This design comes from an exercise in tuning for a short achievable clock period and few clock cycles on the open sky130 flow, not from production work. The RTL was checked by simulation tests, not by an equivalence proof against the original design. Power figures rest on the tool's default switching activity, not on a simulated workload.

==> job 4051: inputs <==
==> flow/design.v (excerpt) <==
module core(
	input logic clk,
	input logic rst,
	output logic [31:0] imem_addr,
	input logic [31:0] imem_rdata,
	output logic [31:0] dmem_addr,
	output logic [31:0] dmem_wdata,
	output logic [3:0] dmem_wstrb,
	output logic dmem_ren,
	input logic [31:0] dmem_rdata
	);
==> flow/config.mk <==
export PLATFORM = sky130hd
export DESIGN_NAME = core
export DESIGN_NICKNAME = core
export VERILOG_FILES = /design/flow/design.v
export SDC_FILE = /design/flow/constraint.sdc
export NUM_CORES = 4
export LEC_CHECK = 0
export ABC_CLOCK_PERIOD_IN_PS = 3500
export CAP_MARGIN = 35
export CORE_MARGIN = 2
export CORE_UTILIZATION = 40
export PLACE_DENSITY = 0.6
export SETUP_SLACK_MARGIN = 5
export SLEW_MARGIN = 35
==> flow/constraint.sdc <==
create_clock -name core_clock -period 10.0 [get_ports {clk}]
set_input_delay 2.0000 -clock core_clock [delete_from_list [all_inputs] [get_ports {clk}]]
set_output_delay 2.0000 -clock core_clock [all_outputs]
set_load 0.01 [all_outputs]
standard.sh (not shown) runs the stock make flow with config.mk's settings and CLKGATE_MAP_FILE= SYNTH_SCRIPT=/design/flow/synth_recipe.tcl, a recipe that flattens the netlist after the stock synthesis.
==> flow/flow/run.sh <==
#!/bin/bash
# The standard layout (standard.sh), with repair_timing aiming at a larger
# setup slack margin than config.mk may set. Everything else is unchanged.
set -euo pipefail
sed -e 's/ SETUP_SLACK_MARGIN=[0-9.]*/ SETUP_SLACK_MARGIN=8/' standard.sh > standard_margin.sh
grep -q 'SETUP_SLACK_MARGIN=8' standard_margin.sh
bash standard_margin.sh > standard.log 2>&1
==> job 6262 (differences from job 4051) <==
--- a/flow/design.v
+++ b/flow/design.v
@@ -11,19 +11,20 @@
 	);
 	logic [31:0] fpc;
 	logic        btb_v;
 	logic [31:0] btb_pc, btb_tgt;
 	logic        i_valid, i_bp;
 	logic [31:0] i_pc;
+	logic [19:0] i_pcm;               
 	logic        d_valid, d_bp;
 	logic [31:0] d_inst, d_pc;
-	logic [13:0] d_bl;
-	logic [21:0] d_jl;
+	logic [12:0] d_bl, d_jl;           
 	logic        e_valid;
-	logic [31:0] e_a, e_b, e_sd;
+	logic [31:0] e_a, e_b, e_bx, e_sd;       
 	logic        fa, fb, fs;         
+	logic [3:0]  fsel;               
 	logic [4:0]  e_rd;
 	logic        e_we, e_load, e_store, e_jalr;
 	logic [6:0]  e_rc;               
 	logic [2:0]  e_f3;
 	logic        e_sub;
 	logic [6:0]  e_rsel;             
@@ -62,18 +63,34 @@
 		if (w_we) rf[w_rd] <= wb_val;
 	end
 	logic [31:0] a, b, sd;
 	assign a  = fa ? m_res : e_a;
 	assign b  = fb ? m_res : e_b;
 	assign sd = fs ? m_res : e_sd;
+	logic [31:0] s_nn, s_mn, s_nm, s_mm;
+	logic [3:0]  eq4, ltu4, lts4;
+	logic [31:0] s_nm_a, s_nm_s, s_mm_a;
+	assign s_nn   = e_a + e_bx + {31'b0, e_sub};
+	assign s_mn   = m_res + e_bx + {31'b0, e_sub};
+	assign s_nm_a = e_a + m_res;
+	assign s_nm_s = e_a - m_res;
+	assign s_nm   = e_sub ? s_nm_s : s_nm_a;
+	assign s_mm_a = {m_res[30:0], 1'b0};
+	assign s_mm   = e_sub ? 32'b0 : s_mm_a;
+	cmp u_nn(.a(e_a),   .b(e_b),   .eq(eq4[0]), .ltu(ltu4[0]), .lts(lts4[0]));
+	cmp u_mn(.a(m_res), .b(e_b),   .eq(eq4[1]), .ltu(ltu4[1]), .lts(lts4[1]));
+	cmp u_nm(.a(e_a),   .b(m_res), .eq(eq4[2]), .ltu(ltu4[2]), .lts(lts4[2]));
+	assign eq4[3] = 1'b1;
+	assign ltu4[3] = 1'b0;
+	assign lts4[3] = 1'b0;
 	logic [31:0] sum;
-	assign sum = a + (b ^ {32{e_sub}}) + {31'b0, e_sub};
 	logic eq, ltu, lts;
-	assign eq  = a == b;
-	assign ltu = a < b;
-	assign lts = $signed(a) < $signed(b);
+	assign sum = ({32{fsel[0]}} & s_nn) | ({32{fsel[1]}} & s_mn) | ({32{fsel[2]}} & s_nm) | ({32{fsel[3]}} & s_mm);
+	assign eq  = |(fsel & eq4);
+	assign ltu = |(fsel & ltu4);
+	assign lts = |(fsel & lts4);
 	logic [31:0] shl, shr;
 	logic [32:0] shr33;
 	assign shl = a << b[4:0];
 	assign shr33 = $signed({e_shk[0] & a[31], a}) >>> b[4:0];
 	assign shr = shr33[31:0];
 	logic [31:0] res;
@@ -180,38 +197,40 @@
 	assign alu_or   = is_alu & f3 == 3'b110;
 	assign alu_and  = is_alu & f3 == 3'b111;
 	assign alu_sh   = is_alu & (f3 == 3'b001 | f3 == 3'b101);
 	assign alu_add  = (is_alu & f3 == 3'b000) | is_ld | is_st | is_lui | is_auipc;
 	logic [31:0] d_pc4;
 	assign d_pc4 = d_pc + 32'd4;
-	logic s_hi;
-	assign s_hi = d_inst[31];
-	logic [18:0] bh;
-	assign bh = (d_bl[13] & ~s_hi) ? d_pc[31:13] + 19'd1 : (~d_bl[13] & s_hi) ? d_pc[31:13] - 19'd1 : d_pc[31:13];
-	logic [10:0] jh;
-	assign jh = (d_jl[21] & ~s_hi) ? d_pc[31:21] + 11'd1 : (~d_jl[21] & s_hi) ? d_pc[31:21] - 11'd1 : d_pc[31:21];
+	logic [19:0] bh, jh;
+	assign bh = d_pc[31:12] + {20{d_inst[31]}} + {19'b0, d_bl[12]};
+	assign jh = d_pc[31:12] + {{12{d_inst[31]}}, d_inst[19:12]} + {19'b0, d_jl[12]};
 	logic [31:0] d_tgt;
-	assign d_tgt = is_jal ? {jh, d_jl[20:0]} : {bh, d_bl[12:0]};
+	assign d_tgt = is_jal ? {jh, d_jl[11:0]} : {bh, d_bl[11:0]};
 	logic d_pred, d_taken_pred;
 	assign d_pred = is_br & d_inst[31];
 	assign d_taken_pred = d_pred | d_bp;
 	logic [2:0] bc;                     
 	assign bc = f3 ^ {2'b00, d_taken_pred};
 	logic [6:0] rc;
 	assign rc = {is_jalr | (d_bp & ~is_br),
 	             is_br & bc == 3'b111, is_br & bc == 3'b110, is_br & bc == 3'b101,
 	             is_br & bc == 3'b100, is_br & bc == 3'b001, is_br & bc == 3'b000};
-	logic d_replay, d_redir;
-	assign d_replay = d_valid & hazard;
-	assign d_redir  = d_valid & (is_jal | (d_pred & ~d_bp));
+	logic d_stall, d_redir;
+	assign d_stall = d_valid & hazard;
+	assign d_redir  = d_valid & is_jal;
 	logic [31:0] inst;
 	assign inst = imem_rdata;
-	logic [13:0] bl;
-	assign bl = {1'b0, i_pc[12:0]} + {1'b0, inst[31], inst[7], inst[30:25], inst[11:8], 1'b0};
-	logic [21:0] jl;
-	assign jl = {1'b0, i_pc[20:0]} + {1'b0, inst[31], inst[19:12], inst[20], inst[30:21], 1'b0};
+	logic [12:0] bl;
+	assign bl = {1'b0, i_pc[11:0]} + {1'b0, inst[7], inst[30:25], inst[11:8], 1'b0};
+	logic [12:0] jl;
+	assign jl = {1'b0, i_pc[11:0]} + {1'b0, inst[20], inst[30:21], 1'b0};
+	logic i_pred, i_redir;
+	assign i_pred  = inst[6:0] == 7'b1100011 && inst[31];
+	assign i_redir = i_valid & i_pred & ~i_bp;
+	logic [31:0] i_bt;
+	assign i_bt = {bl[12] ? i_pc[31:12] : i_pcm, bl[11:0]};
 	logic f_hit;
 	assign f_hit = btb_v & (fpc == btb_pc);
 	always_ff @(posedge clk or negedge rst) begin
 		if (!rst) begin
 			fpc <= 32'h0000_8000;
 			btb_v <= 1'b0;
@@ -222,45 +241,51 @@
 			m_load <= 1'b0;
 			m_wstrb <= 4'b0;
 			w_we <= 1'b0;
 			w_load <= 1'b0;
 		end else begin
 			if (e_redir) fpc <= e_tgt;
-			else if (d_replay) fpc <= d_pc;
+			else if (d_stall) fpc <= i_valid ? i_pc : fpc;
 			else if (d_redir) fpc <= d_tgt;
+			else if (i_redir) fpc <= i_bt;
 			else if (f_hit) fpc <= btb_tgt;
 			else fpc <= fpc + 32'd4;
-			if (d_valid & d_pred & ~d_bp) btb_v <= 1'b1;
-			i_valid <= ~(e_redir | d_replay | d_redir);
-			d_valid <= i_valid & ~(e_redir | d_replay | d_redir);
+			if (i_redir) btb_v <= 1'b1;
+			i_valid <= ~(e_redir | d_stall | d_redir | i_redir);
+			d_valid <= ~e_redir & (d_stall | (i_valid & ~d_redir));
 			e_valid <= d_valid & ~e_redir & ~hazard;
 			m_we <= e_valid & e_we;
 			m_load <= e_valid & e_load;
 			m_wstrb <= (e_valid & e_store) ? st_strb : 4'b0;
 			w_we <= m_we;
 			w_load <= m_load;
 		end
 	end
 	always_ff @(posedge clk) begin
 		i_pc <= fpc;
 		i_bp <= f_hit;
-		d_inst <= inst;
-		d_pc <= i_pc;
-		d_bp <= i_bp;
-		d_bl <= bl;
-		d_jl <= jl;
-		if (d_valid & d_pred & ~d_bp) begin
-			btb_pc <= d_pc;
-			btb_tgt <= d_tgt;
+		i_pcm <= fpc[31:12] - 20'd1;
+		if (~d_stall) begin
+			d_inst <= inst;
+			d_pc <= i_pc;
+			d_bp <= i_bp;
+			d_bl <= bl;
+			d_jl <= jl;
+		end
+		if (i_redir) begin
+			btb_pc <= i_pc;
+			btb_tgt <= i_bt;
 		end
 		e_a <= is_auipc ? d_pc : is_lui ? 32'b0 : r1;
 		e_b <= b_is_rs2 ? r2 : imm;
+		e_bx <= (b_is_rs2 ? r2 : imm) ^ {32{alu_sub}};
 		e_sd <= r2;
 		fa <= use1 & e1;
 		fb <= b_is_rs2 & e2;
 		fs <= e2;
+		fsel <= {use1 & e1 & b_is_rs2 & e2, ~(use1 & e1) & b_is_rs2 & e2, use1 & e1 & ~(b_is_rs2 & e2), ~(use1 & e1) & ~(b_is_rs2 & e2)};
 		e_rd <= rd;
 		e_we <= wr;
 		e_load <= is_ld;
 		e_store <= is_st;
 		e_jalr <= is_jalr;
 		e_rc <= rc;
@@ -282,6 +307,17 @@
 		w_sg <= m_bs ? ma1h : m_hs ? {ma1h[2:0], 1'b0} : 4'b0000;
 		w_b1s <= m_b;
 		w_hs <= ~m_w;
 		w_wd <= m_w;
 	end
 endmodule
+module cmp(
+	input logic [31:0] a,
+	input logic [31:0] b,
+	output logic eq,
+	output logic ltu,
+	output logic lts
+	);
+	assign eq  = a == b;
+	assign ltu = a < b;
+	assign lts = $signed(a) < $signed(b);
+endmodule
==> job 5102 (differences from job 4051) <==
--- a/flow/design.v
+++ b/flow/design.v
@@ -13,17 +13,17 @@
 	logic        btb_v;
 	logic [31:0] btb_pc, btb_tgt;
 	logic        i_valid, i_bp;
 	logic [31:0] i_pc;
 	logic        d_valid, d_bp;
 	logic [31:0] d_inst, d_pc;
-	logic [13:0] d_bl;
-	logic [21:0] d_jl;
+	logic [12:0] d_bl, d_jl;           
 	logic        e_valid;
-	logic [31:0] e_a, e_b, e_sd;
+	logic [31:0] e_a, e_b, e_bx, e_sd;       
 	logic        fa, fb, fs;         
+	logic [3:0]  fsel;               
 	logic [4:0]  e_rd;
 	logic        e_we, e_load, e_store, e_jalr;
 	logic [6:0]  e_rc;               
 	logic [2:0]  e_f3;
 	logic        e_sub;
 	logic [6:0]  e_rsel;             
@@ -62,18 +62,34 @@
 		if (w_we) rf[w_rd] <= wb_val;
 	end
 	logic [31:0] a, b, sd;
 	assign a  = fa ? m_res : e_a;
 	assign b  = fb ? m_res : e_b;
 	assign sd = fs ? m_res : e_sd;
+	logic [31:0] s_nn, s_mn, s_nm, s_mm;
+	logic [3:0]  eq4, ltu4, lts4;
+	logic [31:0] s_nm_a, s_nm_s, s_mm_a;
+	assign s_nn   = e_a + e_bx + {31'b0, e_sub};
+	assign s_mn   = m_res + e_bx + {31'b0, e_sub};
+	assign s_nm_a = e_a + m_res;
+	assign s_nm_s = e_a - m_res;
+	assign s_nm   = e_sub ? s_nm_s : s_nm_a;
+	assign s_mm_a = {m_res[30:0], 1'b0};
+	assign s_mm   = e_sub ? 32'b0 : s_mm_a;
+	cmp u_nn(.a(e_a),   .b(e_b),   .eq(eq4[0]), .ltu(ltu4[0]), .lts(lts4[0]));
+	cmp u_mn(.a(m_res), .b(e_b),   .eq(eq4[1]), .ltu(ltu4[1]), .lts(lts4[1]));
+	cmp u_nm(.a(e_a),   .b(m_res), .eq(eq4[2]), .ltu(ltu4[2]), .lts(lts4[2]));
+	assign eq4[3] = 1'b1;
+	assign ltu4[3] = 1'b0;
+	assign lts4[3] = 1'b0;
 	logic [31:0] sum;
-	assign sum = a + (b ^ {32{e_sub}}) + {31'b0, e_sub};
 	logic eq, ltu, lts;
-	assign eq  = a == b;
-	assign ltu = a < b;
-	assign lts = $signed(a) < $signed(b);
+	assign sum = ({32{fsel[0]}} & s_nn) | ({32{fsel[1]}} & s_mn) | ({32{fsel[2]}} & s_nm) | ({32{fsel[3]}} & s_mm);
+	assign eq  = |(fsel & eq4);
+	assign ltu = |(fsel & ltu4);
+	assign lts = |(fsel & lts4);
 	logic [31:0] shl, shr;
 	logic [32:0] shr33;
 	assign shl = a << b[4:0];
 	assign shr33 = $signed({e_shk[0] & a[31], a}) >>> b[4:0];
 	assign shr = shr33[31:0];
 	logic [31:0] res;
@@ -180,38 +196,35 @@
 	assign alu_or   = is_alu & f3 == 3'b110;
 	assign alu_and  = is_alu & f3 == 3'b111;
 	assign alu_sh   = is_alu & (f3 == 3'b001 | f3 == 3'b101);
 	assign alu_add  = (is_alu & f3 == 3'b000) | is_ld | is_st | is_lui | is_auipc;
 	logic [31:0] d_pc4;
 	assign d_pc4 = d_pc + 32'd4;
-	logic s_hi;
-	assign s_hi = d_inst[31];
-	logic [18:0] bh;
-	assign bh = (d_bl[13] & ~s_hi) ? d_pc[31:13] + 19'd1 : (~d_bl[13] & s_hi) ? d_pc[31:13] - 19'd1 : d_pc[31:13];
-	logic [10:0] jh;
-	assign jh = (d_jl[21] & ~s_hi) ? d_pc[31:21] + 11'd1 : (~d_jl[21] & s_hi) ? d_pc[31:21] - 11'd1 : d_pc[31:21];
+	logic [19:0] bh, jh;
+	assign bh = d_pc[31:12] + {20{d_inst[31]}} + {19'b0, d_bl[12]};
+	assign jh = d_pc[31:12] + {{12{d_inst[31]}}, d_inst[19:12]} + {19'b0, d_jl[12]};
 	logic [31:0] d_tgt;
-	assign d_tgt = is_jal ? {jh, d_jl[20:0]} : {bh, d_bl[12:0]};
+	assign d_tgt = is_jal ? {jh, d_jl[11:0]} : {bh, d_bl[11:0]};
 	logic d_pred, d_taken_pred;
 	assign d_pred = is_br & d_inst[31];
 	assign d_taken_pred = d_pred | d_bp;
 	logic [2:0] bc;                     
 	assign bc = f3 ^ {2'b00, d_taken_pred};
 	logic [6:0] rc;
 	assign rc = {is_jalr | (d_bp & ~is_br),
 	             is_br & bc == 3'b111, is_br & bc == 3'b110, is_br & bc == 3'b101,
 	             is_br & bc == 3'b100, is_br & bc == 3'b001, is_br & bc == 3'b000};
-	logic d_replay, d_redir;
-	assign d_replay = d_valid & hazard;
+	logic d_stall, d_redir;
+	assign d_stall = d_valid & hazard;
 	assign d_redir  = d_valid & (is_jal | (d_pred & ~d_bp));
 	logic [31:0] inst;
 	assign inst = imem_rdata;
-	logic [13:0] bl;
-	assign bl = {1'b0, i_pc[12:0]} + {1'b0, inst[31], inst[7], inst[30:25], inst[11:8], 1'b0};
-	logic [21:0] jl;
-	assign jl = {1'b0, i_pc[20:0]} + {1'b0, inst[31], inst[19:12], inst[20], inst[30:21], 1'b0};
+	logic [12:0] bl;
+	assign bl = {1'b0, i_pc[11:0]} + {1'b0, inst[7], inst[30:25], inst[11:8], 1'b0};
+	logic [12:0] jl;
+	assign jl = {1'b0, i_pc[11:0]} + {1'b0, inst[20], inst[30:21], 1'b0};
 	logic f_hit;
 	assign f_hit = btb_v & (fpc == btb_pc);
 	always_ff @(posedge clk or negedge rst) begin
 		if (!rst) begin
 			fpc <= 32'h0000_8000;
 			btb_v <= 1'b0;
@@ -222,45 +235,49 @@
 			m_load <= 1'b0;
 			m_wstrb <= 4'b0;
 			w_we <= 1'b0;
 			w_load <= 1'b0;
 		end else begin
 			if (e_redir) fpc <= e_tgt;
-			else if (d_replay) fpc <= d_pc;
+			else if (d_stall) fpc <= i_valid ? i_pc : fpc;
 			else if (d_redir) fpc <= d_tgt;
 			else if (f_hit) fpc <= btb_tgt;
 			else fpc <= fpc + 32'd4;
 			if (d_valid & d_pred & ~d_bp) btb_v <= 1'b1;
-			i_valid <= ~(e_redir | d_replay | d_redir);
-			d_valid <= i_valid & ~(e_redir | d_replay | d_redir);
+			i_valid <= ~(e_redir | d_stall | d_redir);
+			d_valid <= ~e_redir & (d_stall | (i_valid & ~d_redir));
 			e_valid <= d_valid & ~e_redir & ~hazard;
 			m_we <= e_valid & e_we;
 			m_load <= e_valid & e_load;
 			m_wstrb <= (e_valid & e_store) ? st_strb : 4'b0;
 			w_we <= m_we;
 			w_load <= m_load;
 		end
 	end
 	always_ff @(posedge clk) begin
 		i_pc <= fpc;
 		i_bp <= f_hit;
-		d_inst <= inst;
-		d_pc <= i_pc;
-		d_bp <= i_bp;
-		d_bl <= bl;
-		d_jl <= jl;
+		if (~d_stall) begin
+			d_inst <= inst;
+			d_pc <= i_pc;
+			d_bp <= i_bp;
+			d_bl <= bl;
+			d_jl <= jl;
+		end
 		if (d_valid & d_pred & ~d_bp) begin
 			btb_pc <= d_pc;
 			btb_tgt <= d_tgt;
 		end
 		e_a <= is_auipc ? d_pc : is_lui ? 32'b0 : r1;
 		e_b <= b_is_rs2 ? r2 : imm;
+		e_bx <= (b_is_rs2 ? r2 : imm) ^ {32{alu_sub}};
 		e_sd <= r2;
 		fa <= use1 & e1;
 		fb <= b_is_rs2 & e2;
 		fs <= e2;
+		fsel <= {use1 & e1 & b_is_rs2 & e2, ~(use1 & e1) & b_is_rs2 & e2, use1 & e1 & ~(b_is_rs2 & e2), ~(use1 & e1) & ~(b_is_rs2 & e2)};
 		e_rd <= rd;
 		e_we <= wr;
 		e_load <= is_ld;
 		e_store <= is_st;
 		e_jalr <= is_jalr;
 		e_rc <= rc;
@@ -282,6 +299,17 @@
 		w_sg <= m_bs ? ma1h : m_hs ? {ma1h[2:0], 1'b0} : 4'b0000;
 		w_b1s <= m_b;
 		w_hs <= ~m_w;
 		w_wd <= m_w;
 	end
 endmodule
+module cmp(
+	input logic [31:0] a,
+	input logic [31:0] b,
+	output logic eq,
+	output logic ltu,
+	output logic lts
+	);
+	assign eq  = a == b;
+	assign ltu = a < b;
+	assign lts = $signed(a) < $signed(b);
+endmodule
==> flow/config.mk (replaced) <==
export PLATFORM = sky130hd
export DESIGN_NAME = core
export DESIGN_NICKNAME = core
export VERILOG_FILES = /design/flow/design.v
export SDC_FILE = /design/flow/constraint.sdc
export NUM_CORES = 4
export LEC_CHECK = 0
export ABC_CLOCK_PERIOD_IN_PS = 3500
export CAP_MARGIN = 35
export CORE_MARGIN = 2
export CORE_UTILIZATION = 55
export PLACE_DENSITY = 0.7
export SETUP_SLACK_MARGIN = 5
export SLEW_MARGIN = 35
==> comparison <==
- The highest combinational power belongs to job 6262, the lowest to job 4051.
- Final cell count: job 6262 > job 5102 > job 4051.
- Against job 4051, the final area of job 6262 is larger by about 14%.
- The lowest fmax belongs to job 4051, the highest to job 5102.
- In job 4051 the count of clock-buffer cells in the layout is lower than in job 5102, by 15.
- Global-route usage: job 5102 > job 6262 > job 4051.
- Worst hold slack: job 4051 < job 5102 < job 6262.
- Of job 5102 and job 6262, job 6262 has the higher flip-flop and latch count (gap 19).
- In job 4051 the sequential power is smaller than in job 5102, by 3.8%.
- Against job 4051, the register-to-register slack of job 6262 is better by 160 ps.
==> figures <==
|  | job 5102 | job 6262 | job 4051 |
|---|---|---|---|
| Status | no timing/DRC/antenna violations | no timing/DRC/antenna violations | no timing/DRC/antenna violations |
| Detail-routed via count per cell | 7.92 | 6.65 | 6.57 |
| Pwr per Cell Area | 182 nW/µm² | 186 nW/µm² | 187 nW/µm² |
| Initial DRC Count | 15,200 | 11,100 | 9,575 |
| Fill cells | 8,612 | 16,500 | 14,600 |
| Critical path buffer and inverter count | 4 | 6 | 9 |
| LEAKAGE | 0.0440 µW | 0.0451 µW | 0.0383 µW |
| All-Layer GR Usage | 52.2% | 35.9% | 33.4% |
| Post-Synthesis Cells | 6,758 | 6,924 | 5,623 |
| Clock network contribution to total cell area | 4.67% | 4.98% | 5.26% |
| RR Startpoint | - | m_res[1]$_DFF_P_ | fb$_DFF_P_ |
| Power spent charging and discharging nets | 7380 µW | 7650 µW | 6360 µW |
| Post-synthesis async set-or-reset flop share | 2.78% | 2.75% | 2.84% |
| Mapped cell area | 85,600 µm² | 86,300 µm² | 76,800 µm² |
| Initial antenna violation count | 50 | 18 | 12 |
| Starting density of the core | 55.5% | 40.2% | 40.3% |
| Area share of buffers outside the clock network | 15.7% | 16.1% | 15.0% |
| Final Total Pwr | 21,500 µW | 22,700 µW | 20,000 µW |
| Clock network power | 6520 µW | 6870 µW | 6440 µW |
| Portion of the post-synthesis area used by sequential elements | 50.7% | 50.7% | 54.4% |
| Area taken by flip-flops and latches | 43,700 µm² | 44,100 µm² | 42,100 µm² |
Testbench counts of job 4051, summed over its fixed seeds: cycles 35,907.
Testbench counts of job 6262, summed over its fixed seeds: cycles 35,448.
Testbench counts of job 5102, summed over its fixed seeds: cycles 35,802.

## separate check: timing with driven ports
The flow's constraints put no driver on any port. The routed layouts listed below were extracted and timed again, unchanged, in two steps. Step 1 sets driving cells, clkbuf_16 on the clock port and buf_2 on the other inputs (assumed; they add their load-dependent delay and slew). Step 2 moves the port delays by t, midway between the first and last clock arrival at a register: inputs arrive t later, outputs are due t later. That takes back most of the time a late clock gives input paths. Three values: ideal ports, drivers, drivers and shift; two values: the first two.
| run | shift t [ns] | setup WS [ns] | worst setup path after step 2 | clock arrival spread, ns |
|---|---|---|---|---|
| job 4051 | 0.928 | 6.006 / 6.006 / 5.791 | input to register | 0.079 / 0.079 |
| job 6262 | 0.943 | 6.167 / 6.167 / 5.481 | input to register | 0.100 / 0.100 |
| job 5102 | 0.959 | 6.336 / 6.322 / 5.541 | input to register | 0.091 / 0.092 |
After both steps setup and hold are still met in every run listed. The setup slack of job 5102, which loses most, moves by -0.014 ns with the drivers and by -0.795 ns with both steps.
